Context: an optimization exercise on an open-source flow, tuned for small area. The choices shown serve that exercise and are no tape-out recipe.
Function was checked by simulation only, so behaviour that the tests miss may differ from the original.
No activity file was given, so power comes from the tool's default toggle rates.

==> design/flow/design.v <==
module md_sad8(a, b, s, c, p);
  input [63:0] a;
  input [63:0] b;
  output [10:0] s;
  output [10:0] c;
  output [3:0] p;
  wire ns1 = a[0] ^ b[0];
  wire nc2 = a[0] & b[0];
  wire ns3 = a[1] ^ b[1] ^ nc2;
  wire nc4 = (a[1] & b[1]) | (a[1] & nc2) | (b[1] & nc2);
  wire ns5 = a[2] ^ b[2] ^ nc4;
  wire nc6 = (a[2] & b[2]) | (a[2] & nc4) | (b[2] & nc4);
  wire ns7 = a[3] ^ b[3] ^ nc6;
  wire nc8 = (a[3] & b[3]) | (a[3] & nc6) | (b[3] & nc6);
  wire ns9 = a[4] ^ b[4] ^ nc8;
  wire nc10 = (a[4] & b[4]) | (a[4] & nc8) | (b[4] & nc8);
  wire ns11 = a[5] ^ b[5] ^ nc10;
  wire nc12 = (a[5] & b[5]) | (a[5] & nc10) | (b[5] & nc10);
  wire ns13 = a[6] ^ b[6] ^ nc12;
  wire nc14 = (a[6] & b[6]) | (a[6] & nc12) | (b[6] & nc12);
  wire ns15 = a[7] ^ b[7] ^ nc14;
  wire nc16 = (a[7] & b[7]) | (a[7] & nc14) | (b[7] & nc14);
  wire nv17 = ns1 ^ ~nc16;
  wire nv18 = ns3 ^ ~nc16;
  wire nv19 = ns5 ^ ~nc16;
  wire nv20 = ns7 ^ ~nc16;
  wire nv21 = ns9 ^ ~nc16;
  wire nv22 = ns11 ^ ~nc16;
  wire nv23 = ns13 ^ ~nc16;
  wire nv24 = ns15 ^ ~nc16;
  wire ns25 = a[8] ^ b[8];
  wire nc26 = a[8] & b[8];
  wire ns27 = a[9] ^ b[9] ^ nc26;
  wire nc28 = (a[9] & b[9]) | (a[9] & nc26) | (b[9] & nc26);
  wire ns29 = a[10] ^ b[10] ^ nc28;
  wire nc30 = (a[10] & b[10]) | (a[10] & nc28) | (b[10] & nc28);
  wire ns31 = a[11] ^ b[11] ^ nc30;
  wire nc32 = (a[11] & b[11]) | (a[11] & nc30) | (b[11] & nc30);
  wire ns33 = a[12] ^ b[12] ^ nc32;
  wire nc34 = (a[12] & b[12]) | (a[12] & nc32) | (b[12] & nc32);
  wire ns35 = a[13] ^ b[13] ^ nc34;
  wire nc36 = (a[13] & b[13]) | (a[13] & nc34) | (b[13] & nc34);
  wire ns37 = a[14] ^ b[14] ^ nc36;
  wire nc38 = (a[14] & b[14]) | (a[14] & nc36) | (b[14] & nc36);
  wire ns39 = a[15] ^ b[15] ^ nc38;
  wire nc40 = (a[15] & b[15]) | (a[15] & nc38) | (b[15] & nc38);
  wire nv41 = ns25 ^ ~nc40;
  wire nv42 = ns27 ^ ~nc40;
  wire nv43 = ns29 ^ ~nc40;
  wire nv44 = ns31 ^ ~nc40;
  wire nv45 = ns33 ^ ~nc40;
  wire nv46 = ns35 ^ ~nc40;
  wire nv47 = ns37 ^ ~nc40;
  wire nv48 = ns39 ^ ~nc40;
  wire ns49 = a[16] ^ b[16];
  wire nc50 = a[16] & b[16];
  wire ns51 = a[17] ^ b[17] ^ nc50;
  wire nc52 = (a[17] & b[17]) | (a[17] & nc50) | (b[17] & nc50);
  wire ns53 = a[18] ^ b[18] ^ nc52;
  wire nc54 = (a[18] & b[18]) | (a[18] & nc52) | (b[18] & nc52);
  wire ns55 = a[19] ^ b[19] ^ nc54;
  wire nc56 = (a[19] & b[19]) | (a[19] & nc54) | (b[19] & nc54);
  wire ns57 = a[20] ^ b[20] ^ nc56;
  wire nc58 = (a[20] & b[20]) | (a[20] & nc56) | (b[20] & nc56);
  wire ns59 = a[21] ^ b[21] ^ nc58;
  wire nc60 = (a[21] & b[21]) | (a[21] & nc58) | (b[21] & nc58);
  wire ns61 = a[22] ^ b[22] ^ nc60;
  wire nc62 = (a[22] & b[22]) | (a[22] & nc60) | (b[22] & nc60);
  wire ns63 = a[23] ^ b[23] ^ nc62;
  wire nc64 = (a[23] & b[23]) | (a[23] & nc62) | (b[23] & nc62);
  wire nv65 = ns49 ^ ~nc64;
  wire nv66 = ns51 ^ ~nc64;
  wire nv67 = ns53 ^ ~nc64;
  wire nv68 = ns55 ^ ~nc64;
  wire nv69 = ns57 ^ ~nc64;
  wire nv70 = ns59 ^ ~nc64;
  wire nv71 = ns61 ^ ~nc64;
  wire nv72 = ns63 ^ ~nc64;
  wire ns73 = a[24] ^ b[24];
  wire nc74 = a[24] & b[24];
  wire ns75 = a[25] ^ b[25] ^ nc74;
  wire nc76 = (a[25] & b[25]) | (a[25] & nc74) | (b[25] & nc74);
  wire ns77 = a[26] ^ b[26] ^ nc76;
  wire nc78 = (a[26] & b[26]) | (a[26] & nc76) | (b[26] & nc76);
  wire ns79 = a[27] ^ b[27] ^ nc78;
  wire nc80 = (a[27] & b[27]) | (a[27] & nc78) | (b[27] & nc78);
  wire ns81 = a[28] ^ b[28] ^ nc80;
  wire nc82 = (a[28] & b[28]) | (a[28] & nc80) | (b[28] & nc80);
  wire ns83 = a[29] ^ b[29] ^ nc82;
  wire nc84 = (a[29] & b[29]) | (a[29] & nc82) | (b[29] & nc82);
  wire ns85 = a[30] ^ b[30] ^ nc84;
  wire nc86 = (a[30] & b[30]) | (a[30] & nc84) | (b[30] & nc84);
  wire ns87 = a[31] ^ b[31] ^ nc86;
  wire nc88 = (a[31] & b[31]) | (a[31] & nc86) | (b[31] & nc86);
  wire nv89 = ns73 ^ ~nc88;
  wire nv90 = ns75 ^ ~nc88;
  wire nv91 = ns77 ^ ~nc88;
  wire nv92 = ns79 ^ ~nc88;
  wire nv93 = ns81 ^ ~nc88;
  wire nv94 = ns83 ^ ~nc88;
  wire nv95 = ns85 ^ ~nc88;
  wire nv96 = ns87 ^ ~nc88;
  wire ns97 = a[32] ^ b[32];
  wire nc98 = a[32] & b[32];
  wire ns99 = a[33] ^ b[33] ^ nc98;
  wire nc100 = (a[33] & b[33]) | (a[33] & nc98) | (b[33] & nc98);
  wire ns101 = a[34] ^ b[34] ^ nc100;
  wire nc102 = (a[34] & b[34]) | (a[34] & nc100) | (b[34] & nc100);
  wire ns103 = a[35] ^ b[35] ^ nc102;
  wire nc104 = (a[35] & b[35]) | (a[35] & nc102) | (b[35] & nc102);
  wire ns105 = a[36] ^ b[36] ^ nc104;
  wire nc106 = (a[36] & b[36]) | (a[36] & nc104) | (b[36] & nc104);
  wire ns107 = a[37] ^ b[37] ^ nc106;
  wire nc108 = (a[37] & b[37]) | (a[37] & nc106) | (b[37] & nc106);
  wire ns109 = a[38] ^ b[38] ^ nc108;
  wire nc110 = (a[38] & b[38]) | (a[38] & nc108) | (b[38] & nc108);
  wire ns111 = a[39] ^ b[39] ^ nc110;
  wire nc112 = (a[39] & b[39]) | (a[39] & nc110) | (b[39] & nc110);
  wire nv113 = ns97 ^ ~nc112;
  wire nv114 = ns99 ^ ~nc112;
  wire nv115 = ns101 ^ ~nc112;
  wire nv116 = ns103 ^ ~nc112;
  wire nv117 = ns105 ^ ~nc112;
  wire nv118 = ns107 ^ ~nc112;
  wire nv119 = ns109 ^ ~nc112;
  wire nv120 = ns111 ^ ~nc112;
  wire ns121 = a[40] ^ b[40];
  wire nc122 = a[40] & b[40];
  wire ns123 = a[41] ^ b[41] ^ nc122;
  wire nc124 = (a[41] & b[41]) | (a[41] & nc122) | (b[41] & nc122);
  wire ns125 = a[42] ^ b[42] ^ nc124;
  wire nc126 = (a[42] & b[42]) | (a[42] & nc124) | (b[42] & nc124);
  wire ns127 = a[43] ^ b[43] ^ nc126;
  wire nc128 = (a[43] & b[43]) | (a[43] & nc126) | (b[43] & nc126);
  wire ns129 = a[44] ^ b[44] ^ nc128;
  wire nc130 = (a[44] & b[44]) | (a[44] & nc128) | (b[44] & nc128);
  wire ns131 = a[45] ^ b[45] ^ nc130;
  wire nc132 = (a[45] & b[45]) | (a[45] & nc130) | (b[45] & nc130);
  wire ns133 = a[46] ^ b[46] ^ nc132;
  wire nc134 = (a[46] & b[46]) | (a[46] & nc132) | (b[46] & nc132);
  wire ns135 = a[47] ^ b[47] ^ nc134;
  wire nc136 = (a[47] & b[47]) | (a[47] & nc134) | (b[47] & nc134);
  wire nv137 = ns121 ^ ~nc136;
  wire nv138 = ns123 ^ ~nc136;
  wire nv139 = ns125 ^ ~nc136;
  wire nv140 = ns127 ^ ~nc136;
  wire nv141 = ns129 ^ ~nc136;
  wire nv142 = ns131 ^ ~nc136;
  wire nv143 = ns133 ^ ~nc136;
  wire nv144 = ns135 ^ ~nc136;
  wire ns145 = a[48] ^ b[48];
  wire nc146 = a[48] & b[48];
  wire ns147 = a[49] ^ b[49] ^ nc146;
  wire nc148 = (a[49] & b[49]) | (a[49] & nc146) | (b[49] & nc146);
  wire ns149 = a[50] ^ b[50] ^ nc148;
  wire nc150 = (a[50] & b[50]) | (a[50] & nc148) | (b[50] & nc148);
  wire ns151 = a[51] ^ b[51] ^ nc150;
  wire nc152 = (a[51] & b[51]) | (a[51] & nc150) | (b[51] & nc150);
  wire ns153 = a[52] ^ b[52] ^ nc152;
  wire nc154 = (a[52] & b[52]) | (a[52] & nc152) | (b[52] & nc152);
  wire ns155 = a[53] ^ b[53] ^ nc154;
  wire nc156 = (a[53] & b[53]) | (a[53] & nc154) | (b[53] & nc154);
  wire ns157 = a[54] ^ b[54] ^ nc156;
  wire nc158 = (a[54] & b[54]) | (a[54] & nc156) | (b[54] & nc156);
  wire ns159 = a[55] ^ b[55] ^ nc158;
  wire nc160 = (a[55] & b[55]) | (a[55] & nc158) | (b[55] & nc158);
  wire nv161 = ns145 ^ ~nc160;
  wire nv162 = ns147 ^ ~nc160;
  wire nv163 = ns149 ^ ~nc160;
  wire nv164 = ns151 ^ ~nc160;
  wire nv165 = ns153 ^ ~nc160;
  wire nv166 = ns155 ^ ~nc160;
  wire nv167 = ns157 ^ ~nc160;
  wire nv168 = ns159 ^ ~nc160;
  wire ns169 = a[56] ^ b[56];
  wire nc170 = a[56] & b[56];
  wire ns171 = a[57] ^ b[57] ^ nc170;
  wire nc172 = (a[57] & b[57]) | (a[57] & nc170) | (b[57] & nc170);
  wire ns173 = a[58] ^ b[58] ^ nc172;
  wire nc174 = (a[58] & b[58]) | (a[58] & nc172) | (b[58] & nc172);
  wire ns175 = a[59] ^ b[59] ^ nc174;
  wire nc176 = (a[59] & b[59]) | (a[59] & nc174) | (b[59] & nc174);
  wire ns177 = a[60] ^ b[60] ^ nc176;
  wire nc178 = (a[60] & b[60]) | (a[60] & nc176) | (b[60] & nc176);
  wire ns179 = a[61] ^ b[61] ^ nc178;
  wire nc180 = (a[61] & b[61]) | (a[61] & nc178) | (b[61] & nc178);
  wire ns181 = a[62] ^ b[62] ^ nc180;
  wire nc182 = (a[62] & b[62]) | (a[62] & nc180) | (b[62] & nc180);
  wire ns183 = a[63] ^ b[63] ^ nc182;
  wire nc184 = (a[63] & b[63]) | (a[63] & nc182) | (b[63] & nc182);
  wire nv185 = ns169 ^ ~nc184;
  wire nv186 = ns171 ^ ~nc184;
  wire nv187 = ns173 ^ ~nc184;
  wire nv188 = ns175 ^ ~nc184;
  wire nv189 = ns177 ^ ~nc184;
  wire nv190 = ns179 ^ ~nc184;
  wire nv191 = ns181 ^ ~nc184;
  wire nv192 = ns183 ^ ~nc184;
  wire ns193 = nv113 ^ nv137 ^ nv161;
  wire nc194 = (nv113 & nv137) | (nv113 & nv161) | (nv137 & nv161);
  wire ns195 = nv17 ^ nv185 ^ nv41;
  wire nc196 = (nv17 & nv185) | (nv17 & nv41) | (nv185 & nv41);
  wire ns197 = nv114 ^ nv138 ^ nv162;
  wire nc198 = (nv114 & nv138) | (nv114 & nv162) | (nv138 & nv162);
  wire ns199 = nv18 ^ nv186 ^ nv42;
  wire nc200 = (nv18 & nv186) | (nv18 & nv42) | (nv186 & nv42);
  wire ns201 = nv115 ^ nv139 ^ nv163;
  wire nc202 = (nv115 & nv139) | (nv115 & nv163) | (nv139 & nv163);
  wire ns203 = nv187 ^ nv19 ^ nv43;
  wire nc204 = (nv187 & nv19) | (nv187 & nv43) | (nv19 & nv43);
  wire ns205 = nv116 ^ nv140 ^ nv164;
  wire nc206 = (nv116 & nv140) | (nv116 & nv164) | (nv140 & nv164);
  wire ns207 = nv188 ^ nv20 ^ nv44;
  wire nc208 = (nv188 & nv20) | (nv188 & nv44) | (nv20 & nv44);
  wire ns209 = nv117 ^ nv141 ^ nv165;
  wire nc210 = (nv117 & nv141) | (nv117 & nv165) | (nv141 & nv165);
  wire ns211 = nv189 ^ nv21 ^ nv45;
  wire nc212 = (nv189 & nv21) | (nv189 & nv45) | (nv21 & nv45);
  wire ns213 = nv118 ^ nv142 ^ nv166;
  wire nc214 = (nv118 & nv142) | (nv118 & nv166) | (nv142 & nv166);
  wire ns215 = nv190 ^ nv22 ^ nv46;
  wire nc216 = (nv190 & nv22) | (nv190 & nv46) | (nv22 & nv46);
  wire ns217 = nv119 ^ nv143 ^ nv167;
  wire nc218 = (nv119 & nv143) | (nv119 & nv167) | (nv143 & nv167);
  wire ns219 = nv191 ^ nv23 ^ nv47;
  wire nc220 = (nv191 & nv23) | (nv191 & nv47) | (nv23 & nv47);
  wire ns221 = nv120 ^ nv144 ^ nv168;
  wire nc222 = (nv120 & nv144) | (nv120 & nv168) | (nv144 & nv168);
  wire ns223 = nv192 ^ nv24 ^ nv48;
  wire nc224 = (nv192 & nv24) | (nv192 & nv48) | (nv24 & nv48);
  wire ns225 = nv65 ^ nv89 ^ ns193;
  wire nc226 = (nv65 & nv89) | (nv65 & ns193) | (nv89 & ns193);
  wire ns227 = nv66 ^ nv90 ^ nc194;
  wire nc228 = (nv66 & nv90) | (nv66 & nc194) | (nv90 & nc194);
  wire ns229 = nc196 ^ ns197 ^ ns199;
  wire nc230 = (nc196 & ns197) | (nc196 & ns199) | (ns197 & ns199);
  wire ns231 = nv67 ^ nv91 ^ nc198;
  wire nc232 = (nv67 & nv91) | (nv67 & nc198) | (nv91 & nc198);
  wire ns233 = nc200 ^ ns201 ^ ns203;
  wire nc234 = (nc200 & ns201) | (nc200 & ns203) | (ns201 & ns203);
  wire ns235 = nv68 ^ nv92 ^ nc202;
  wire nc236 = (nv68 & nv92) | (nv68 & nc202) | (nv92 & nc202);
  wire ns237 = nc204 ^ ns205 ^ ns207;
  wire nc238 = (nc204 & ns205) | (nc204 & ns207) | (ns205 & ns207);
  wire ns239 = nv69 ^ nv93 ^ nc206;
  wire nc240 = (nv69 & nv93) | (nv69 & nc206) | (nv93 & nc206);
  wire ns241 = nc208 ^ ns209 ^ ns211;
  wire nc242 = (nc208 & ns209) | (nc208 & ns211) | (ns209 & ns211);
  wire ns243 = nv70 ^ nv94 ^ nc210;
  wire nc244 = (nv70 & nv94) | (nv70 & nc210) | (nv94 & nc210);
  wire ns245 = nc212 ^ ns213 ^ ns215;
  wire nc246 = (nc212 & ns213) | (nc212 & ns215) | (ns213 & ns215);
  wire ns247 = nv71 ^ nv95 ^ nc214;
  wire nc248 = (nv71 & nv95) | (nv71 & nc214) | (nv95 & nc214);
  wire ns249 = nc216 ^ ns217 ^ ns219;
  wire nc250 = (nc216 & ns217) | (nc216 & ns219) | (ns217 & ns219);
  wire ns251 = nv72 ^ nv96 ^ nc218;
  wire nc252 = (nv72 & nv96) | (nv72 & nc218) | (nv96 & nc218);
  wire ns253 = nc220 ^ ns221 ^ ns223;
  wire nc254 = (nc220 & ns221) | (nc220 & ns223) | (ns221 & ns223);
  wire ns255 = nc226 ^ ns227 ^ ns229;
  wire nc256 = (nc226 & ns227) | (nc226 & ns229) | (ns227 & ns229);
  wire ns257 = nc228 ^ nc230 ^ ns231;
  wire nc258 = (nc228 & nc230) | (nc228 & ns231) | (nc230 & ns231);
  wire ns259 = nc232 ^ nc234 ^ ns235;
  wire nc260 = (nc232 & nc234) | (nc232 & ns235) | (nc234 & ns235);
  wire ns261 = nc236 ^ nc238 ^ ns239;
  wire nc262 = (nc236 & nc238) | (nc236 & ns239) | (nc238 & ns239);
  wire ns263 = nc240 ^ nc242 ^ ns243;
  wire nc264 = (nc240 & nc242) | (nc240 & ns243) | (nc242 & ns243);
  wire ns265 = nc244 ^ nc246 ^ ns247;
  wire nc266 = (nc244 & nc246) | (nc244 & ns247) | (nc246 & ns247);
  wire ns267 = nc248 ^ nc250 ^ ns251;
  wire nc268 = (nc248 & nc250) | (nc248 & ns251) | (nc250 & ns251);
  wire ns269 = nc222 ^ nc224 ^ nc252;
  wire nc270 = (nc222 & nc224) | (nc222 & nc252) | (nc224 & nc252);
  wire ns271 = ns233 ^ nc256 ^ ns257;
  wire nc272 = (ns233 & nc256) | (ns233 & ns257) | (nc256 & ns257);
  wire ns273 = ns237 ^ nc258 ^ ns259;
  wire nc274 = (ns237 & nc258) | (ns237 & ns259) | (nc258 & ns259);
  wire ns275 = ns241 ^ nc260 ^ ns261;
  wire nc276 = (ns241 & nc260) | (ns241 & ns261) | (nc260 & ns261);
  wire ns277 = ns245 ^ nc262 ^ ns263;
  wire nc278 = (ns245 & nc262) | (ns245 & ns263) | (nc262 & ns263);
  wire ns279 = ns249 ^ nc264 ^ ns265;
  wire nc280 = (ns249 & nc264) | (ns249 & ns265) | (nc264 & ns265);
  wire ns281 = ns253 ^ nc266 ^ ns267;
  wire nc282 = (ns253 & nc266) | (ns253 & ns267) | (nc266 & ns267);
  wire ns283 = nc254 ^ nc268 ^ ns269;
  wire nc284 = (nc254 & nc268) | (nc254 & ns269) | (nc268 & ns269);
  wire ns285 = nc112 ^ nc136 ^ nc16;
  wire nc286 = (nc112 & nc136) | (nc112 & nc16) | (nc136 & nc16);
  wire ns287 = nc160 ^ nc184 ^ nc40;
  wire nc288 = (nc160 & nc184) | (nc160 & nc40) | (nc184 & nc40);
  wire ns289 = nc64 ^ nc88;
  wire nc290 = nc64 & nc88;
  wire ns291 = ns289 ^ ns285 ^ ns287;
  wire nc292 = (ns289 & ns285) | (ns289 & ns287) | (ns285 & ns287);
  wire ns293 = nc290 ^ nc286 ^ nc288;
  wire nc294 = (nc290 & nc286) | (nc290 & nc288) | (nc286 & nc288);
  wire ns295 = nc292 ^ ns293;
  wire nc296 = nc292 & ns293;
  wire ns297 = nc294 ^ nc296;
  wire nc298 = nc294 & nc296;
  assign p = {nc298,ns297,ns295,ns291};
  assign s = {1'b0,nc284,nc282,nc280,nc278,nc276,nc274,nc272,ns271,ns255,ns195};
  assign c = {1'b0,nc270,ns283,ns281,ns279,ns277,ns275,ns273,1'b0,1'b0,ns225};
endmodule
module md_acc(a, x, z, p, y);
  input [15:0] a;
  input [10:0] x;
  input [10:0] z;
  input [3:0] p;
  output [15:0] y;
  wire ms1 = a[0] ^ p[0] ^ x[0];
  wire mc2 = (a[0] & p[0]) | (a[0] & x[0]) | (p[0] & x[0]);
  wire ms3 = a[1] ^ p[1] ^ x[1];
  wire mc4 = (a[1] & p[1]) | (a[1] & x[1]) | (p[1] & x[1]);
  wire ms5 = a[2] ^ p[2] ^ x[2];
  wire mc6 = (a[2] & p[2]) | (a[2] & x[2]) | (p[2] & x[2]);
  wire ms7 = a[3] ^ p[3] ^ x[3];
  wire mc8 = (a[3] & p[3]) | (a[3] & x[3]) | (p[3] & x[3]);
  wire ms9 = a[4] ^ x[4] ^ z[4];
  wire mc10 = (a[4] & x[4]) | (a[4] & z[4]) | (x[4] & z[4]);
  wire ms11 = a[5] ^ x[5] ^ z[5];
  wire mc12 = (a[5] & x[5]) | (a[5] & z[5]) | (x[5] & z[5]);
  wire ms13 = a[6] ^ x[6] ^ z[6];
  wire mc14 = (a[6] & x[6]) | (a[6] & z[6]) | (x[6] & z[6]);
  wire ms15 = a[7] ^ x[7] ^ z[7];
  wire mc16 = (a[7] & x[7]) | (a[7] & z[7]) | (x[7] & z[7]);
  wire ms17 = a[8] ^ x[8] ^ z[8];
  wire mc18 = (a[8] & x[8]) | (a[8] & z[8]) | (x[8] & z[8]);
  wire ms19 = a[9] ^ x[9] ^ z[9];
  wire mc20 = (a[9] & x[9]) | (a[9] & z[9]) | (x[9] & z[9]);
  wire ms21 = a[10] ^ x[10] ^ z[10];
  wire mc22 = (a[10] & x[10]) | (a[10] & z[10]) | (x[10] & z[10]);
  wire ms23 = z[1] ^ mc2 ^ ms3;
  wire mc24 = (z[1] & mc2) | (z[1] & ms3) | (mc2 & ms3);
  wire ms25 = z[2] ^ mc4 ^ ms5;
  wire mc26 = (z[2] & mc4) | (z[2] & ms5) | (mc4 & ms5);
  wire ms27 = z[3] ^ mc6 ^ ms7;
  wire mc28 = (z[3] & mc6) | (z[3] & ms7) | (mc6 & ms7);
  wire ms29 = mc8 ^ ms9 ^ mc28;
  wire mc30 = (mc8 & ms9) | (mc8 & mc28) | (ms9 & mc28);
  wire ms31 = mc10 ^ ms11 ^ mc30;
  wire mc32 = (mc10 & ms11) | (mc10 & mc30) | (ms11 & mc30);
  wire ms33 = mc12 ^ ms13 ^ mc32;
  wire mc34 = (mc12 & ms13) | (mc12 & mc32) | (ms13 & mc32);
  wire ms35 = mc14 ^ ms15 ^ mc34;
  wire mc36 = (mc14 & ms15) | (mc14 & mc34) | (ms15 & mc34);
  wire ms37 = mc16 ^ ms17 ^ mc36;
  wire mc38 = (mc16 & ms17) | (mc16 & mc36) | (ms17 & mc36);
  wire ms39 = mc18 ^ ms19 ^ mc38;
  wire mc40 = (mc18 & ms19) | (mc18 & mc38) | (ms19 & mc38);
  wire ms41 = mc20 ^ ms21 ^ mc40;
  wire mc42 = (mc20 & ms21) | (mc20 & mc40) | (ms21 & mc40);
  wire ms43 = a[11] ^ mc22 ^ mc42;
  wire mc44 = (a[11] & mc22) | (a[11] & mc42) | (mc22 & mc42);
  wire ms45 = z[0] ^ ms1;
  wire mc46 = z[0] & ms1;
  wire ms47 = ms23 ^ mc46;
  wire mc48 = ms23 & mc46;
  wire ms49 = mc24 ^ ms25 ^ mc48;
  wire mc50 = (mc24 & ms25) | (mc24 & mc48) | (ms25 & mc48);
  wire ms51 = mc26 ^ ms27 ^ mc50;
  wire mc52 = (mc26 & ms27) | (mc26 & mc50) | (ms27 & mc50);
  wire ms53 = ms29 ^ mc52;
  wire mc54 = ms29 & mc52;
  wire ms55 = ms31 ^ mc54;
  wire mc56 = ms31 & mc54;
  wire ms57 = ms33 ^ mc56;
  wire mc58 = ms33 & mc56;
  wire ms59 = ms35 ^ mc58;
  wire mc60 = ms35 & mc58;
  wire ms61 = ms37 ^ mc60;
  wire mc62 = ms37 & mc60;
  wire ms63 = ms39 ^ mc62;
  wire mc64 = ms39 & mc62;
  wire ms65 = ms41 ^ mc64;
  wire mc66 = ms41 & mc64;
  wire ms67 = ms43 ^ mc66;
  wire mc68 = ms43 & mc66;
  wire ms69 = mc44 ^ a[12] ^ mc68;
  wire mc70 = (mc44 & a[12]) | (mc44 & mc68) | (a[12] & mc68);
  wire ms71 = a[13] ^ mc70;
  wire mc72 = a[13] & mc70;
  wire ms73 = a[14] ^ mc72;
  wire mc74 = a[14] & mc72;
  wire ms75 = a[15] ^ mc74;
  wire mc76 = a[15] & mc74;
  assign y = {ms75,ms73,ms71,ms69,ms67,ms65,ms63,ms61,ms59,ms57,ms55,ms53,ms51,ms49,ms47,ms45};
endmodule
module MotionDetection(clk, ena, rst, din1, din2, dout, state, count,
                       sr_we, sr_addr, sr_wdata, sr_rdata,
                       cr_we, cr_addr, cr_wdata, cr_rdata);
input [31:0] din1, din2;
input clk, ena, rst;
input [3:0] state;
output [31:0] dout;
input [8:0] count;
output [11:0]  sr_we;
output [83:0]  sr_addr;
output [383:0] sr_wdata;
input  [383:0] sr_rdata;
output [3:0]   cr_we;
output [27:0]  cr_addr;
output [127:0] cr_wdata;
input  [127:0] cr_rdata;
reg        page;           
reg  [5:0] cx, cy;         
reg  [5:0] bestx, besty;
reg [15:0] bestsad;
reg [15:0] acc0, acc1, acc2;
reg [10:0] ps0, pc0, ps1, pc1, ps2, pc2;    
reg  [3:0] pp0, pp1, pp2;                   
reg  [5:0] mvx, mvy;
assign dout = {10'b0, mvx, 10'b0, mvy};
genvar t;
integer i;
wire ld_c  = (count >= 9'd48)  && (count < 9'd112);
wire ld_01 = (count >= 9'd160) && (count < 9'd224);
wire ld_11 = (count >= 9'd272) && (count < 9'd336);
wire ld_12 = (count >= 9'd384) && (count < 9'd448);
wire ld_21 = (count >= 9'd448);
wire [3:0] lr = count[5:2] + (ld_c ? 4'd4 : ld_01 ? 4'd8 : ld_11 ? 4'd12 : 4'd0);
wire [1:0] lk = count[1:0];
wire tx0 = ld_c  | ld_11 | ld_12;
wire tx1 = ld_01 | ld_11 | ld_21;
wire tx2 = ld_01 | ld_12 | ld_21;
wire [1:0] ty0 = ld_c  ? 2'd0 : ld_11 ? 2'd1 : 2'd2;
wire [1:0] ty1 = ld_01 ? 2'd0 : ld_11 ? 2'd1 : 2'd2;
wire [1:0] ty2 = ld_01 ? 2'd0 : ld_12 ? 2'd1 : 2'd2;
wire [31:0] wd2   = ld_12 ? din1 : din2;        
wire [31:0] bus01 = lk[1] ? din1 : din2;
wire [31:0] bus23 = lk[1] ? din2 : wd2;
wire [31:0] bus45 = lk[1] ? wd2  : din1;
reg  [5:0] lwe;
reg  [6:0] laddr [0:5];
always @* begin
  for (i = 0; i < 6; i = i + 1) begin
    lwe[i] = 1'b0;
    laddr[i] = 7'd0;
  end
  lwe[0] = (tx0 & lk == 2'd0) | (tx1 & lk == 2'd2);
  laddr[0] = lk[1] ? {1'b1, ty1, lr} : {1'b0, ty0, lr};
  lwe[1] = (tx0 & lk == 2'd1) | (tx1 & lk == 2'd3);
  laddr[1] = lk[1] ? {1'b1, ty1, lr} : {1'b0, ty0, lr};
  lwe[2] = (tx0 & lk == 2'd2) | (tx2 & lk == 2'd0);
  laddr[2] = lk[1] ? {1'b0, ty0, lr} : {1'b1, ty2, lr};
  lwe[3] = (tx0 & lk == 2'd3) | (tx2 & lk == 2'd1);
  laddr[3] = lk[1] ? {1'b0, ty0, lr} : {1'b1, ty2, lr};
  lwe[4] = (tx1 & lk == 2'd0) | (tx2 & lk == 2'd2);
  laddr[4] = lk[1] ? {1'b1, ty2, lr} : {1'b0, ty1, lr};
  lwe[5] = (tx1 & lk == 2'd1) | (tx2 & lk == 2'd3);
  laddr[5] = lk[1] ? {1'b1, ty2, lr} : {1'b0, ty1, lr};
end
wire [1:0] step = count[8:7];
wire [6:0] n = count[6:0];
wire st0 = (step == 2'd0), st1 = (step == 2'd1), st2 = (step == 2'd2), st3 = (step == 2'd3);
wire [5:0] s = {2'b0, st0, st1, st2, st3};
wire [5:0] xl = cx - s;
wire [5:0] xr = cx + s;
function [2:0] gsel;    
  input [6:0] v;
  gsel = {(v >= 7'd80) && (v < 7'd112), (v >= 7'd40) && (v < 7'd72), v < 7'd32};
endfunction
wire [2:0] ga = gsel(n);
wire       act = |ga;
wire [4:0] la = ga[2] ? n - 7'd80 : ga[1] ? n - 7'd40 : n;
wire [3:0] rr = la[4:1];
wire       rh = la[0];
wire [5:0] ry = cy + (ga[0] ? -s : ga[1] ? 6'd0 : s) + {2'b0, rr};
wire [5:0] xb = xl + {1'b0, rh, 3'b0};        
wire [3:0] q0 = xb[5:2];
wire       cv = xl[2];
generate
for (t = 0; t < 12; t = t + 1) begin : sr
  localparam M = t % 6;
  wire ldset = (t < 6) ? ~page : page;       
  assign sr_we[t] = ena & ldset & lwe[M];
  assign sr_addr[7*t+6:7*t] = ldset ? laddr[M] : {(q0 > M), ry};
  assign sr_wdata[32*t+31:32*t] = (M < 2) ? bus01 : (M < 4) ? bus23 : bus45;
end
for (t = 0; t < 4; t = t + 1) begin : cr
  localparam E = t % 2;
  wire ldset = (t < 2) ? ~page : page;
  assign cr_we[t] = ena & ldset & ld_c;
  assign cr_addr[7*t+6:7*t] = ldset ? {1'b0, lk[0] ^ E[0], lr, lk[1]} : {1'b0, cv, rr, rh};
  assign cr_wdata[32*t+31:32*t] = ~din1;
end
endgenerate
wire [31:0] wset [0:5];
wire [31:0] cset [0:1];
generate
for (t = 0; t < 6; t = t + 1) begin : ws
  assign wset[t] = page ? sr_rdata[32*t+31:32*t] : sr_rdata[32*(t+6)+31:32*(t+6)];
end
for (t = 0; t < 2; t = t + 1) begin : cs
  assign cset[t] = page ? cr_rdata[32*t+31:32*t] : cr_rdata[32*(t+2)+31:32*(t+2)];
end
endgenerate
function [7:0] wbyte; input [2:0] m; input [1:0] b;
  reg [31:0] w;
  begin w = wset[m]; wbyte = w[31-8*b -: 8]; end
endfunction
reg  [5:0] base0, base1, base2;    
reg  [1:0] st1r, dd;               
always @(posedge clk) begin
  base0 <= xl + {1'b0, rh, 3'b0};
  base1 <= cx + {1'b0, rh, 3'b0};
  base2 <= xr + {1'b0, rh, 3'b0};
  st1r <= step;
  dd <= xl[1:0];
end
wire sd0 = (st1r == 2'd0), sd1 = (st1r == 2'd1), sd2 = (st1r == 2'd2), sd3 = (st1r == 2'd3);
wire [3:0] rl = {sd3 & dd[1], sd3 & ~dd[1], sd2, sd0 | sd1};          
wire [2:0] rc = {sd1 | sd2 | (sd3 & dd[1]), sd3 & ~dd[1], sd0};        
wire [3:0] rq = {sd3 & dd[1], sd3 & ~dd[1], sd2, sd0 | sd1};          
wire [7:0] cl8 [0:7];
generate
for (t = 0; t < 8; t = t + 1) begin : cl
  wire [31:0] cw = cset[t/4];
  assign cl8[t] = cw[31-8*(t%4) -: 8];
end
endgenerate
wire [63:0] wa0, wa1, wa2, cb0, cb1, cb2;
function [2:0] mod3oh; input [2:0] v;
  mod3oh = {v == 3'd2 || v == 3'd5, v == 3'd1 || v == 3'd4, v == 3'd0 || v == 3'd3};
endfunction
function [7:0] therm; input [2:0] v;    
  therm = ~(8'hff << v);
endfunction
wire [2:0] bk0 = mod3oh(base0[5:3]), bk1 = mod3oh(base1[5:3]), bk2 = mod3oh(base2[5:3]);
wire [7:0] th0 = therm(base0[2:0]), th1 = therm(base1[2:0]), th2 = therm(base2[2:0]);
generate
for (t = 0; t < 8; t = t + 1) begin : lane
  wire [2:0] o0 = th0[t] ? {bk0[1:0], bk0[2]} : bk0;
  wire [2:0] o1 = th1[t] ? {bk1[1:0], bk1[2]} : bk1;
  wire [2:0] o2 = th2[t] ? {bk2[1:0], bk2[2]} : bk2;
  localparam G = t / 4, B = t % 4;
  wire [7:0] wb0 = wset[G][31-8*B -: 8];
  wire [7:0] wb1 = wset[G+2][31-8*B -: 8];
  wire [7:0] wb2 = wset[G+4][31-8*B -: 8];
  assign wa0[8*t+7:8*t] = ({8{o0[0]}} & wb0) | ({8{o0[1]}} & wb1) | ({8{o0[2]}} & wb2);
  assign wa1[8*t+7:8*t] = ({8{o1[0]}} & wb0) | ({8{o1[1]}} & wb1) | ({8{o1[2]}} & wb2);
  assign wa2[8*t+7:8*t] = ({8{o2[0]}} & wb0) | ({8{o2[1]}} & wb1) | ({8{o2[2]}} & wb2);
  assign cb0[8*t+7:8*t] = ({8{rl[0]}} & cl8[t]) | ({8{rl[1]}} & cl8[(t+6)%8]) |
                          ({8{rl[2]}} & cl8[(t+7)%8]) | ({8{rl[3]}} & cl8[(t+5)%8]);
  assign cb1[8*t+7:8*t] = ({8{rc[0]}} & cl8[t]) | ({8{rc[1]}} & cl8[(t+6)%8]) |
                          ({8{rc[2]}} & cl8[(t+4)%8]);
  assign cb2[8*t+7:8*t] = ({8{rq[0]}} & cl8[t]) | ({8{rq[1]}} & cl8[(t+2)%8]) |
                          ({8{rq[2]}} & cl8[(t+5)%8]) | ({8{rq[3]}} & cl8[(t+3)%8]);
end
endgenerate
wire [10:0] s0, c0, s1, c1, s2, c2;
wire [3:0]  p0, p1, p2;
md_sad8 u0 (.a(wa0), .b(cb0), .s(s0), .c(c0), .p(p0));
md_sad8 u1 (.a(wa1), .b(cb1), .s(s1), .c(c1), .p(p1));
md_sad8 u2 (.a(wa2), .b(cb2), .s(s2), .c(c2), .p(p2));
always @(posedge clk) begin
  ps0 <= s0; pc0 <= c0; pp0 <= p0;
  ps1 <= s1; pc1 <= c1; pp1 <= p1;
  ps2 <= s2; pc2 <= c2; pp2 <= p2;
end
wire [6:0] n2 = count[6:0] - 7'd2;           
wire [2:0] g2 = gsel(n2);
wire       act2 = |g2;
wire       first2 = (n2 == 7'd0) || (n2 == 7'd40) || (n2 == 7'd80);
wire [15:0] a0, a1, a2;
md_acc v0 (.a(first2 ? 16'd0 : acc0), .x(ps0), .z(pc0), .p(pp0), .y(a0));
md_acc v1 (.a(first2 ? 16'd0 : acc1), .x(ps1), .z(pc1), .p(pp1), .y(a1));
md_acc v2 (.a(first2 ? 16'd0 : acc2), .x(ps2), .z(pc2), .p(pp2), .y(a2));
always @(posedge clk) begin
  if (ena & act2) begin
    acc0 <= a0;
    acc1 <= a1;
    acc2 <= a2;
  end
end
wire [6:0] nc = count[6:0] - 7'd34;
wire [2:0] gc = gsel(nc);
wire [6:0] lc = gc[2] ? nc - 7'd80 : gc[1] ? nc - 7'd40 : nc;
wire       cmp = (|gc) && (lc < 7'd3);
wire [1:0] cu = lc[1:0];
wire [15:0] cand = (cu == 2'd0) ? acc0 : (cu == 2'd1) ? acc1 : acc2;
wire [15:0] bref = (nc == 7'd0) ? 16'hffff : bestsad;
wire        lt = cand < bref;
wire [5:0]  cxu = (cu == 2'd0) ? xl : (cu == 2'd1) ? cx : xr;
wire [5:0]  cyg = cy + (gc[0] ? -s : gc[1] ? 6'd0 : s);
always @(posedge clk) begin
  if (ena) begin
    if (cmp & lt) begin
      bestsad <= cand;
      bestx <= cxu;
      besty <= cyg;
    end
    if (n == 7'd127) begin
      cx <= st3 ? 6'd16 : bestx;
      cy <= st3 ? 6'd16 : besty;
    end
    if (count == 9'd507) begin
      mvx <= bestx;
      mvy <= besty;
    end
  end
end
always @(posedge clk or negedge rst) begin
  if (~rst)
    page <= 1'b0;
  else if (ena && count == 9'd511)
    page <= ~page;
end
endmodule
==> design/flow/flow/run.sh <==
#!/bin/bash
# Standard layout (the standard.sh), with the port buffers that ORFS's
# buffer_ports inserts on every input and output made sky130_fd_sc_hd__buf_1.
set -euo pipefail
bash standard.sh BUFFER_PORTS_ARGS="-buffer_cell sky130_fd_sc_hd__buf_1" finish > orfs_make.log 2>&1
==> design/flow/standard.sh <==
#!/bin/bash
# synth_recipe.tcl (not shown) runs the flow's synth.tcl, then flattens the netlist and writes it again
# the make line also repeats each setting of config.mk as NAME=value (left out here)
make -C /OpenROAD-flow-scripts/flow DESIGN_CONFIG=/design/flow/config.mk WORK_HOME=/design/flow/orfs CLKGATE_MAP_FILE= SYNTH_SCRIPT=/design/flow/synth_recipe.tcl "${@:-finish}"
==> design/flow/config.mk <==
export PLATFORM = sky130hd
export DESIGN_NAME = MotionDetection
export DESIGN_NICKNAME = MotionDetection
export VERILOG_FILES = /design/flow/design.v
export SDC_FILE = /design/flow/constraint.sdc
export NUM_CORES = 8
export LEC_CHECK = 0
export ABC_AREA = 1
export CAP_MARGIN = 20
export CORE_AREA = 10 10 440 440
export DIE_AREA = 0 0 450 450
export PLACE_DENSITY = 0.85
export SLEW_MARGIN = 20
==> design/flow/constraint.sdc <==
create_clock -name core_clock -period 10.0 [get_ports {clk}]
set_input_delay 2.0000 -clock core_clock [delete_from_list [all_inputs] [get_ports {clk}]]
set_output_delay 2.0000 -clock core_clock [all_outputs]
set_load 0.01 [all_outputs]
==> results of run 1 <==
==> power groups by stage <==
stage | sequential [µW] | clock (µW) | combinational (µW)
3_3_place_gp | 1680 | 0 | 9880
6_report | 1680 | 640 | 10700
2_1_floorplan | 1640 | 0 | 6860
3_5_place_dp | 1690 | 0 | 10400
5_1_grt | 1700 | 669 | 12000
4_1_cts | 1680 | 638 | 10500
==> registers in the layout, summed over array words and instances (netlist names), 10 cells and up <==
signal and count:
acc0 16, ps0 10, ps2 10, bestsad 16
ps1 10, acc2 16, acc1 16
==> critical path: stages <==
cell	delay, ns
buf_1	0.06
or2_2	0.28
o21ai_1	0.37
inv_1	0.29
nand2_1	0.15
nand4_1	0.25
fa_1	0.50
fa_1	0.46
fa_1	0.47
fa_1	0.46
fa_1	0.52
fa_1	0.50
fa_1	0.73
xor2_1	0.28
fa_1	0.53
fa_1	0.54
fa_1	0.55
inv_1	0.05
fa_1	0.50
==> worst paths after layout <==
path                                     start          endpoint  slack, ns  depth (start not counted)
setup / recovery                  cr_rdata[49]    pc0[7]$_DFF_P_       0.79                         19
hold / removal             cx[0]$_SDFFCE_PP0P_  base1[0]$_DFF_P_       0.44                          0
setup reg to reg              page$_DFFE_PN0P_    pc0[7]$_DFF_P_       1.29                         19
hold reg to reg            cx[0]$_SDFFCE_PP0P_  base1[0]$_DFF_P_       0.44                          0
max in group asynchronous                  rst  page$_DFFE_PN0P_       8.57                          1
min in group asynchronous                  rst  page$_DFFE_PN0P_       1.31                          1
==> logic make-up (layout without fill, tap and decap cells) <==
| logic type | after synthesis | in the layout | synth area share |
|---|---|---|---|
| other | 1 | 37 | 0.000107 |
| XOR/XNOR | 215 | 215 | 0.0542 |
| AO/OA/AOI/OAI | 368 | 368 | 0.0585 |
| adder cells (fa/ha/maj) | 526 | 526 | 0.271 |
| buffers and inverters | 1229 | 1949 | 0.184 |
| multiplexers | 13 | 13 | 0.00371 |
| flip-flops | 186 | 186 | 0.135 |
| AND/OR/NAND/NOR | 2576 | 2576 | 0.294 |
==> synthesized netlist by cell type, types with 11 or more instances <==
cell type	instances
o22ai_1	33
a221oi_1	11
buf_4	474
fa_1	389
o21ai_1	38
dfxtp_1	85
buf_1	14
clkbuf_1	139
nand3_1	367
xnor2_1	108
a21oi_1	48
o21ai_0	200
ha_1	137
edfxtp_1	100
inv_1	564
nor2_1	149
buf_2	24
xor2_1	106
nand4_1	13
mux2i_1	13
nor2_4	11
nand2_1	2009
==> per-stage QoR <==
step | setup WS [ns] | total power (µW) | std cells | hold WS (ns) | cell area [µm²]
global placement | 0.373 | 11600 | 8287 | 0.422 | 39500
CTS | 0.781 | 12900 | 8321 | 0.441 | 40100
finish | 0.792 | 13000 | 8334 | 0.444 | 40100
floorplan | 1.20 | 8500 | 5137 | 0.376 | 35200
global route | 0.608 | 14400 | 8330 | 0.463 | 40100
detailed placement | 0.328 | 12100 | 8289 | 0.410 | 39600
==> final cells by class <==
type                            count  area share
Antenna cell                       13    0.000811
Clock buffer                       19      0.0110
Clock inverter                     13     0.00231
Inverter                          575      0.0541
Multi-Input combinational cell   3722       0.601
Sequential cell                   186       0.118
Tap cell                         2464      0.0768
Timing Repair Buffer             1342       0.136
==> layer usage <==
layer	part of all wire	vias up	track usage	wire length [µm]
li1	-	16700	-	-
met3	0.069	515	0.0303	15900
met2	0.52	2444	0.395	119000
met5	0.00019	-	0	43
met1	0.32	17700	0.217	74300
met4	0.087	6	0.155	19800
==> out/metrics.cfg, run 1 <==
[power]
clockPowerShare = 0.049
power.switching_uw = 7130
p_per_area_nw_per_um2 = 325
switching_share = 0.547
comb_power_share = 0.822
cellLeakagePower_uw = 0.0184
p_seq_frac = 0.129
intPower_uw = 5900
ir_worst_vdd_v = 0.000358

[logic_synthesis]
async_reset_ff_frac = 0.00538
synth_edf_count = 100
syn_area_per_cell_um2 = 6.86
syn_area_um2 = 35100
yosysWarnings = 2
synth_cell_types = 49
synth_area_leaders = fa_1 22%, nand2_1 21%, buf_4 10%
synth-seq-area-share = 0.135
ys.flop_type = edfxtp_1
synth_top_area_share = 0.222
synthCells = 5114
ys_seq_elements = 186
synth.largest_area_cell = fa_1

[final_layout]
syn_to_final_growth_pct = 14.4
layout-drive-gt1-share = 0.0370
regArea_um2 = 4730
nFillCells = 20600
num-nets-final = 6962
multi_input_area_um2 = 24100
final_cell_mix = 2008 x nand2_1, 1234 x buf_1, 562 x inv_1
final_util = 0.219
final_common_cell = nand2_1

[setup_path]
arrival_ns = 9.52
end_kind = flip-flop
crit_type = in2reg
critPathLaunchType = input port
cp_max_fo = 9
required_ns = 10.31

[routing]
wl_per_cell_um = 27.5
routed_wl_um = 229000
drt_first_iter_violations = 4689
final_antenna_net_count = 0
vias_per_cell = 4.48
first_pass_iters = 7
route.detailed.drc = 0
vias = 37400

[global_routing]
track_usage = 0.213
grt_pass1_wl_um = 301000
grt_overflow_total = 0
antenna_found_initial = 28
grt_pass1_vias = 36000
grt_max_degree = 102

[clock_network]
post_cts.repair.setup_buffers = 0
cts-buffers-inserted = 17
cts_tree = yes
ctsResizeCount = 0
root_buffer = clkbuf_16
clkTransAtPathRegs_ns = 0.07
cts_hold_buf = 0
clockBufferDepth = 2
htree_num_levels = 4
cts.sink_count = 186
clk_latency_ns = 0.45

[timing]
fin_crit_sh = 0.921
finalSetupViolCount = 0
worstMarginPinSlew_ns = 1.28
slew_violations = 0
grt_setup_unrepaired = no
finClkSkew_ns = 0.0134
hold_viol = 0
slew_headroom = 0.134
period_minus_slack_ns = 9.21
fmax_ghz = 0.109
fin_tns_setup_ns = 0

[die]
ioPinCount = 1264
design.die.area_um2 = 203000
core-area_um2 = 183000
die_y_um = 450
fp.dieW_um = 450
num_rows = 157
start_util = 0.191

[place]
gp_congestion = 1.08
portBuffers = 1235
hpwl_um = 203000

[job]
max-cap-violations = 0

[outcome]
status = timing/DRC/antenna clean

[worst_hold_path]
hold_path.class = reg2reg

==> run 2, diff against run 1 <==
--- a/design/flow/config.mk
+++ b/design/flow/config.mk
@@ -11,3 +11,2 @@
 export DIE_AREA = 0 0 450 450
-export PLACE_DENSITY = 0.85
 export SLEW_MARGIN = 20
==> run 2 against run 1 <==
Against the previous run: non-clock buffer count rose by 43; core utilization rose by 0.25 points; critical path type unchanged; largest cell class unchanged; first-iteration DRC count fell by 22%; power rose by 1.5%; die area did not move; synthesized cell count did not move; setup slack improved by 0.19 ns; fmax rose by 2.1%; via count fell by 1.4%.
==> out/metrics.cfg, run 2 <==
[die]
start_util = 0.191
num_rows = 157
ioPinCount = 1264
core-area_um2 = 183000
die_y_um = 450
design.die.area_um2 = 203000
fp.dieW_um = 450

[logic_synthesis]
synthCells = 5114
syn_area_um2 = 35100
syn_area_per_cell_um2 = 6.86
synth.largest_area_cell = fa_1
synth.top_cells.by_count = 2009 x nand2_1, 564 x inv_1, 474 x buf_4
ys.flop_type = edfxtp_1
yosysMostFrequentCell = nand2_1
synth_edf_count = 100
yosysWarnings = 2
async_reset_ff_frac = 0.00538
synth_cell_types = 49
ys_seq_elements = 186
synth_area_leaders = fa_1 22%, nand2_1 21%, buf_4 10%
synth-seq-area-share = 0.135
synth_top_area_share = 0.222

[routing]
route.detailed.drc = 0
wl_per_cell_um = 27.9
vias = 36800
final_antenna_net_count = 0
drt_first_iter_violations = 3664
routed_wl_um = 233000
first_pass_iters = 6
vias_per_cell = 4.40

[timing]
fin_tns_setup_ns = 0
period_minus_slack_ns = 9.02
finClkSkew_ns = 0.0129
slew_headroom = 0.210
worstMarginPinSlew_ns = 1.17
grt_setup_unrepaired = no
fmax_ghz = 0.111
hold_viol = 0
slew_violations = 0
finalSetupViolCount = 0
fin_crit_sh = 0.902

[worst_hold_path]
hold_path.class = reg2reg
hold_depth = 0
min_to = base1[0]$_DFF_P_
hp-start = cx[0]$_SDFFCE_PP0P_

[setup_path]
end_kind = flip-flop
reg2reg_depth = 22
cp_max_fo = 9
arrival_ns = 9.43
r2r-start = page$_DFFE_PN0P_
r2r-end = pc2[4]$_DFF_P_
required_ns = 10.41
r2r_slack_ns = 1.36
crit_type = in2reg
critPathLaunchType = input port

[clock_network]
ctsResizeCount = 0
cts_tree = yes
htree_num_levels = 4
cts_hold_buf = 0
clk_latency_ns = 0.46
root_buffer = clkbuf_16
cts.sink_count = 186
cts-buffers-inserted = 17
clockBufferDepth = 2
clkTransAtPathRegs_ns = 0.08
post_cts.repair.setup_buffers = 0

[final_layout]
nFillCells = 20700
syn_to_final_growth_pct = 15.7
final_common_cell = nand2_1
num-nets-final = 7005
final_cell_mix = 2008 x nand2_1, 1234 x buf_1, 562 x inv_1
layout-drive-gt1-share = 0.0449

[global_routing]
grt_max_degree = 125
track_usage = 0.217
antenna_found_initial = 16
grt_pass1_wl_um = 308000
grt_overflow_total = 0
grt_pass1_vias = 36200

[power]
p_per_area_nw_per_um2 = 326
cellLeakagePower_uw = 0.0187
ir_worst_vdd_v = 0.000308
p_total_uw = 13200

[place]
portBuffers = 1235
hpwl_um = 210000
gp_congestion = 1.08

[outcome]
status = timing/DRC/antenna clean

[job]
max-cap-violations = 0

run 2: cell types whose count changed in the layout (fill, tap and decap cells not counted), moves of 3 or more:
cell / delta
mux2i_2: -3
diode_2: -8
o21ai_1: -7
clkinv_2: -5
buf_12: +5
o21ai_2: +6
buf_4: +38
inv_8: +5
mux2i_1: +3
run 2: cells by family after synthesis:
logic type / count (synthesis) / share of synthesized area
AO/OA/AOI/OAI: 368 / 0.0585
XOR/XNOR: 215 / 0.0542
adder cells (fa/ha/maj): 526 / 0.271
buffers and inverters: 1229 / 0.184
flip-flops: 186 / 0.135
multiplexers: 13 / 0.00371
other: 1 / 0.000107
AND/OR/NAND/NOR: 2576 / 0.294
run 2: layer usage:
metal / global-route usage / wire (µm) / part of all wire
met2: 0.411 / 122000 / 0.52
met3: 0.0278 / 12100 / 0.052
met4: 0.109 / 14300 / 0.061
met1: 0.236 / 84400 / 0.36
met5: 0 / 45 / 0.00019
run 2: where the power goes:
group | internal (µW) | leakage (µW) | switching, µW
logic | 4090 | 0.0167 | 6730
registers | 1520 | 0.00165 | 155
clock network | 368 | 0.000304 | 348
run 2: how the worst max path moves through the flow:
stage / from / end / slack (ns) / depth (start not counted)
6_report: cr_rdata[25] / pc2[4]$_DFF_P_ / 0.98 / 22
2_1_floorplan: count[1] / acc2[15]$_DFFE_PP_ / 1.20 / 37
3_5_place_dp: cr_rdata[25] / pc2[4]$_DFF_P_ / 0.51 / 22
3_3_place_gp: cr_rdata[25] / pc2[4]$_DFF_P_ / 0.51 / 22
4_1_cts: cr_rdata[25] / pc2[4]$_DFF_P_ / 1.01 / 22
5_1_grt: cr_rdata[25] / ps2[2]$_DFF_P_ / 0.84 / 22
run 2: stage by stage:
| step | hold slack (ns) | util | worst slack (ns) | instances | instance area (µm²) |
|---|---|---|---|---|---|
| 3_3_place_gp | 0.425 | 0.218 | 0.513 | 8330 | 39900 |
| 3_5_place_dp | 0.406 | 0.218 | 0.511 | 8332 | 40000 |
| 6_report | 0.446 | 0.221 | 0.980 | 8369 | 40600 |
| 5_1_grt | 0.470 | 0.221 | 0.841 | 8365 | 40600 |
| 2_1_floorplan | 0.376 | - | 1.20 | 5137 | 35200 |
| 4_1_cts | 0.444 | 0.221 | 1.01 | 8364 | 40600 |
run 2: critical path, cell delays in order:
cell and delay [ns]:
buf_1 0.07, or2_2 0.28, o21ai_1 0.18, buf_4 0.24, inv_1 0.10, buf_4 0.14, nand2_1 0.09, nand3_1 0.14
fa_1 0.48, fa_1 0.48, fa_1 0.47, fa_1 0.48, fa_1 0.49, fa_1 0.48, fa_1 0.68, xnor2_1 0.25
fa_1 0.69, inv_1 0.10, fa_1 0.46, fa_1 0.52, inv_1 0.05, fa_1 0.52
run 2: area by class of cell:
class                      count  area, µm²  area share
multi-input combinational   3722      24100       0.595
timing repair buffer        1385       5840       0.144
sequential                   186       4730       0.117
tap                         2464       3080      0.0759
inverter                     575       2170      0.0535
clock buffer                  18        439      0.0108
clock inverter                14        176     0.00435
antenna                        5       12.5    0.000308
==> run 3, diff against run 2 <==
==> design/flow/flow/run.sh (replaced) <==
#!/bin/bash
# Standard layout (the standard.sh) with two changes:
#  - the port buffers that ORFS's buffer_ports inserts on every input and output
#    are sky130_fd_sc_hd__buf_1;
#  - synthesis maps the logic with flow/abc_area.script (an area-oriented ABC
#    script) instead of ORFS's abc_area.script. Everything else, registers
#    included, is the standard synthesis.
set -euo pipefail
here=$(pwd)
mkdir -p scripts
for f in "$FLOW_HOME"/scripts/*; do ln -sf "$f" scripts/; done
rm -f scripts/abc_area.script
cp flow/abc_area.script scripts/abc_area.script
bash standard.sh SCRIPTS_DIR="$here/scripts" \
  BUFFER_PORTS_ARGS="-buffer_cell sky130_fd_sc_hd__buf_1" finish > orfs_make.log 2>&1
==> design/flow/flow/abc_area.script (new file) <==
strash
&get -n
&st
&dch
&nf
&put
topo
stime -c
upsize -c
dnsize -c
--- a/design/flow/config.mk
+++ b/design/flow/config.mk
@@ -11,2 +11,3 @@
 export DIE_AREA = 0 0 450 450
+export PLACE_DENSITY = 0.85
 export SLEW_MARGIN = 20
==> run 3 against run 2 <==
Against the previous run: still clean; core utilization fell by 0.66 points; synthesized cell count fell by 28%; clock power rose by 14%; cell count fell by 14%; wire length fell by 3.1%; die area did not move; via count fell by 6.9%; synthesized area fell by 6.3%; register-to-register slack got worse by 0.52 ns; cell area fell by 3.0%; clock-buffer cell count rose by 9; highest routed layer unchanged.
==> out/metrics.cfg, run 3 <==
[final_layout]
layout-drive-gt1-share = 0.0688
num-nets-final = 5789
final_cell_mix = 1234 x buf_1, 520 x nand2_1, 389 x fa_1
finalNonFillerCells = 7169
syn_to_final_growth_pct = 19.8
final_common_cell = buf_1

[setup_path]
arrival_ns = 9.68
cp_max_fo = 36
critPathTopFamily = adder cells
r2r-start = base0[1]$_DFF_P_
crit_path_frequent_cell = fa_1
cp_slowest_cell = clkinv_1
cp_slowest_stage_delay_ns = 0.42
crit_type = in2reg
critPathLaunch = count[2]
critPathBufInv = 9
end_kind = flip-flop
required_ns = 10.25
critPathLaunchType = input port

[clock_network]
clockBufferDepth = 3
cts_tree = yes
ctsResizeCount = 0
root_buffer = clkbuf_16
cts_hold_buf = 0
clkTransAtPathRegs_ns = 0.06
cts.sink_count = 186
htree_num_levels = 4
clk_latency_ns = 0.52
cts-buffers-inserted = 25
post_cts.repair.setup_buffers = 0

[timing]
setup_ws_ns = 0.572
fin_tns_setup_ns = 0
grt_setup_unrepaired = no
period_minus_slack_ns = 9.43
fin_hold_ws_ns = 0.446
fin_crit_sh = 0.943
slew_headroom = 0.128
fmax_ghz = 0.106
slew_violations = 0
hold_viol = 0
finalSetupViolCount = 0
finClkSkew_ns = 0.0315
worstMarginPinSlew_ns = 1.31

[logic_synthesis]
synthCells = 3703
synth_area_leaders = fa_1 24%, buf_4 11%, edfxtp_1 9.1%
yosys.area_share.simple = 0.132
syn_area_per_cell_um2 = 8.88
syn_area_um2 = 32900
synth_edf_count = 100
synth_top_family_by_area = adder cells
ys.flop_type = edfxtp_1
synth_top_area_share = 0.237
synth-seq-area-share = 0.144
synth_compound_area_frac = 0.129
yosysWarnings = 2
ys_seq_elements = 186
synth.area.mux_share = 0.0945
synth.largest_area_cell = fa_1
synth_cell_types = 49
yosys.area_share.xor_xnor = 0.0599
yosysMostFrequentCell = nand2_1
synth.top_cells.by_count = 520 x nand2_1, 472 x buf_4, 389 x fa_1
async_reset_ff_frac = 0.00538
yosys.area_share.adder = 0.289

[power]
p_total_uw = 13400
cellLeakagePower_uw = 0.0139
ir_worst_vdd_v = 0.000335
p_per_area_nw_per_um2 = 341

[die]
design.die.area_um2 = 203000
die_y_um = 450
ioPinCount = 1264
core-area_um2 = 183000
num_rows = 157
fp.dieW_um = 450
start_util = 0.179

[routing]
final_antenna_net_count = 0
wl_per_cell_um = 31.5
routed_wl_um = 226000
vias = 34300
drt_first_iter_violations = 5200
vias_per_cell = 4.78
route.detailed.drc = 0
first_pass_iters = 11

[global_routing]
antenna_found_initial = 64
grt_pass1_wl_um = 292000
grt_pass1_vias = 33500
track_usage = 0.209
grt_overflow_total = 0
grt_max_degree = 79

[worst_hold_path]
hp-start = besty[5]$_DFFE_PP_
hold_path.class = reg2reg

[place]
hpwl_um = 197000
gp_congestion = 1.18
place_ws_ns = 0.153
placedCellCount = 7104
portBuffers = 1235

[job]
max-cap-violations = 0

[outcome]
status = timing/DRC/antenna clean

-- run 3: cell types whose count changed in the layout (fill, tap and decap cells not counted), sizes merged, moves of 64 or more --
cell	delta
and2	+64
o21ai	-104
mux2i	+142
mux2	+138
nand2	-1492
a21oi	+104
clkinv	+365
inv	-563
nand3	-273
o221ai	+161
-- run 3: metal layers --
| metal | vias up | share of wire | global-route usage |
|---|---|---|---|
| met2 | 2868 | 0.44 | 0.326 |
| met3 | 654 | 0.13 | 0.0806 |
| met5 | - | 0.00092 | 0 |
| met1 | 16500 | 0.36 | 0.243 |
| met4 | 30 | 0.074 | 0.124 |
| li1 | 14300 | - | - |
-- run 3: final timing paths --
check                                      to  slack (ns)  cells after the start
max in group asynchronous    page$_DFFE_PN0P_        8.65                      1
min                          mvy[5]$_DFFE_PP_        0.45                      0
max                        acc2[15]$_DFFE_PP_        0.57                     32
min in group asynchronous    page$_DFFE_PN0P_        1.24                      1
min reg2reg                  mvy[5]$_DFFE_PP_        0.45                      0
max reg2reg                    ps1[2]$_DFF_P_        0.84                     19
-- run 3: final cells by class --
| type | instances | area [µm²] |
|---|---|---|
| Clock buffer | 27 | 643 |
| Multi-Input combinational cell | 2682 | 23500 |
| Clock inverter | 6 | 65.1 |
| Tap cell | 2464 | 3080 |
| Antenna cell | 28 | 70.1 |
| Fill cell | 20100 | 144000 |
| Sequential cell | 186 | 4730 |
| Timing Repair Buffer | 1390 | 5830 |
| Inverter | 386 | 1450 |
-- run 3: per-stage QoR --
| step | cell area (µm²) | util |
|---|---|---|
| floorplan | 33000 | - |
| global placement | 38500 | 0.210 |
| detailed placement | 38500 | 0.210 |
| CTS | 39200 | 0.214 |
| global route | 39300 | 0.214 |
| finish | 39400 | 0.215 |
-- run 3: cell families (layout without fill, tap and decap cells) --
logic type                 count (synthesis)  in the layout
muxes                                    293            293
xor gates and xnor gates                 225            225
and+or+nand+nor                          995            995
other                                      1             52
AOI/OAI and AO/OA                        619            619
buffers and inverters                    858           1809
adders and majority gates                526            526
DFF                                      186            186
-- run 3: worst register-to-register path: stages, from the launching register on --
cell and delay [ns]:
dfxtp_1 0.67, and2_2 0.57, or2_2 0.43, a222oi_1 0.71
clkinv_1 0.31, ha_1 0.30, fa_1 0.48, fa_1 0.47
fa_1 0.49, fa_1 0.50, fa_1 0.48, fa_1 0.46
fa_1 0.72, xnor2_1 0.27, fa_1 0.61, clkinv_1 0.11
fa_1 0.42, fa_1 0.52, clkinv_1 0.08, fa_1 0.46
-- run 3: power breakdown --
group	internal (µW)	switching, µW
combinational	4250	6660
sequential	1530	175
clock	484	335

==> what the ideal ports hide <==
Ports are ideal in the flow. The routed layouts listed here were re-timed in OpenROAD. Step 1, drivers: a clkbuf_16 drives clk and a buf_2 each remaining input, both assumed. Step 2, shift: input delay + t, output delay - t, t = (earliest + latest rising clock arrival at the registers) / 2. This alone moves slack from input paths to output paths. a / b / c = ideal ports / drivers / drivers and shift; a / b = the first two.
| run | shift t [ns] | setup slack, ns | worst setup path after step 2 | worst data-port slew with drivers (ns) |
|---|---|---|---|---|
| run 1 | 0.506 | 0.792 / 0.829 / 0.323 | input to register | 0.32 |
| run 2 | 0.528 | 0.980 / 1.018 / 0.490 | input to register | 0.22 |
| run 3 | 0.576 | 0.572 / 0.583 / 0.007 | input to register | 0.38 |
After both steps setup and hold are still met in every run listed. For run 3, which loses most, drivers alone change the setup slack by +0.011 ns; drivers and shift together by -0.565 ns.
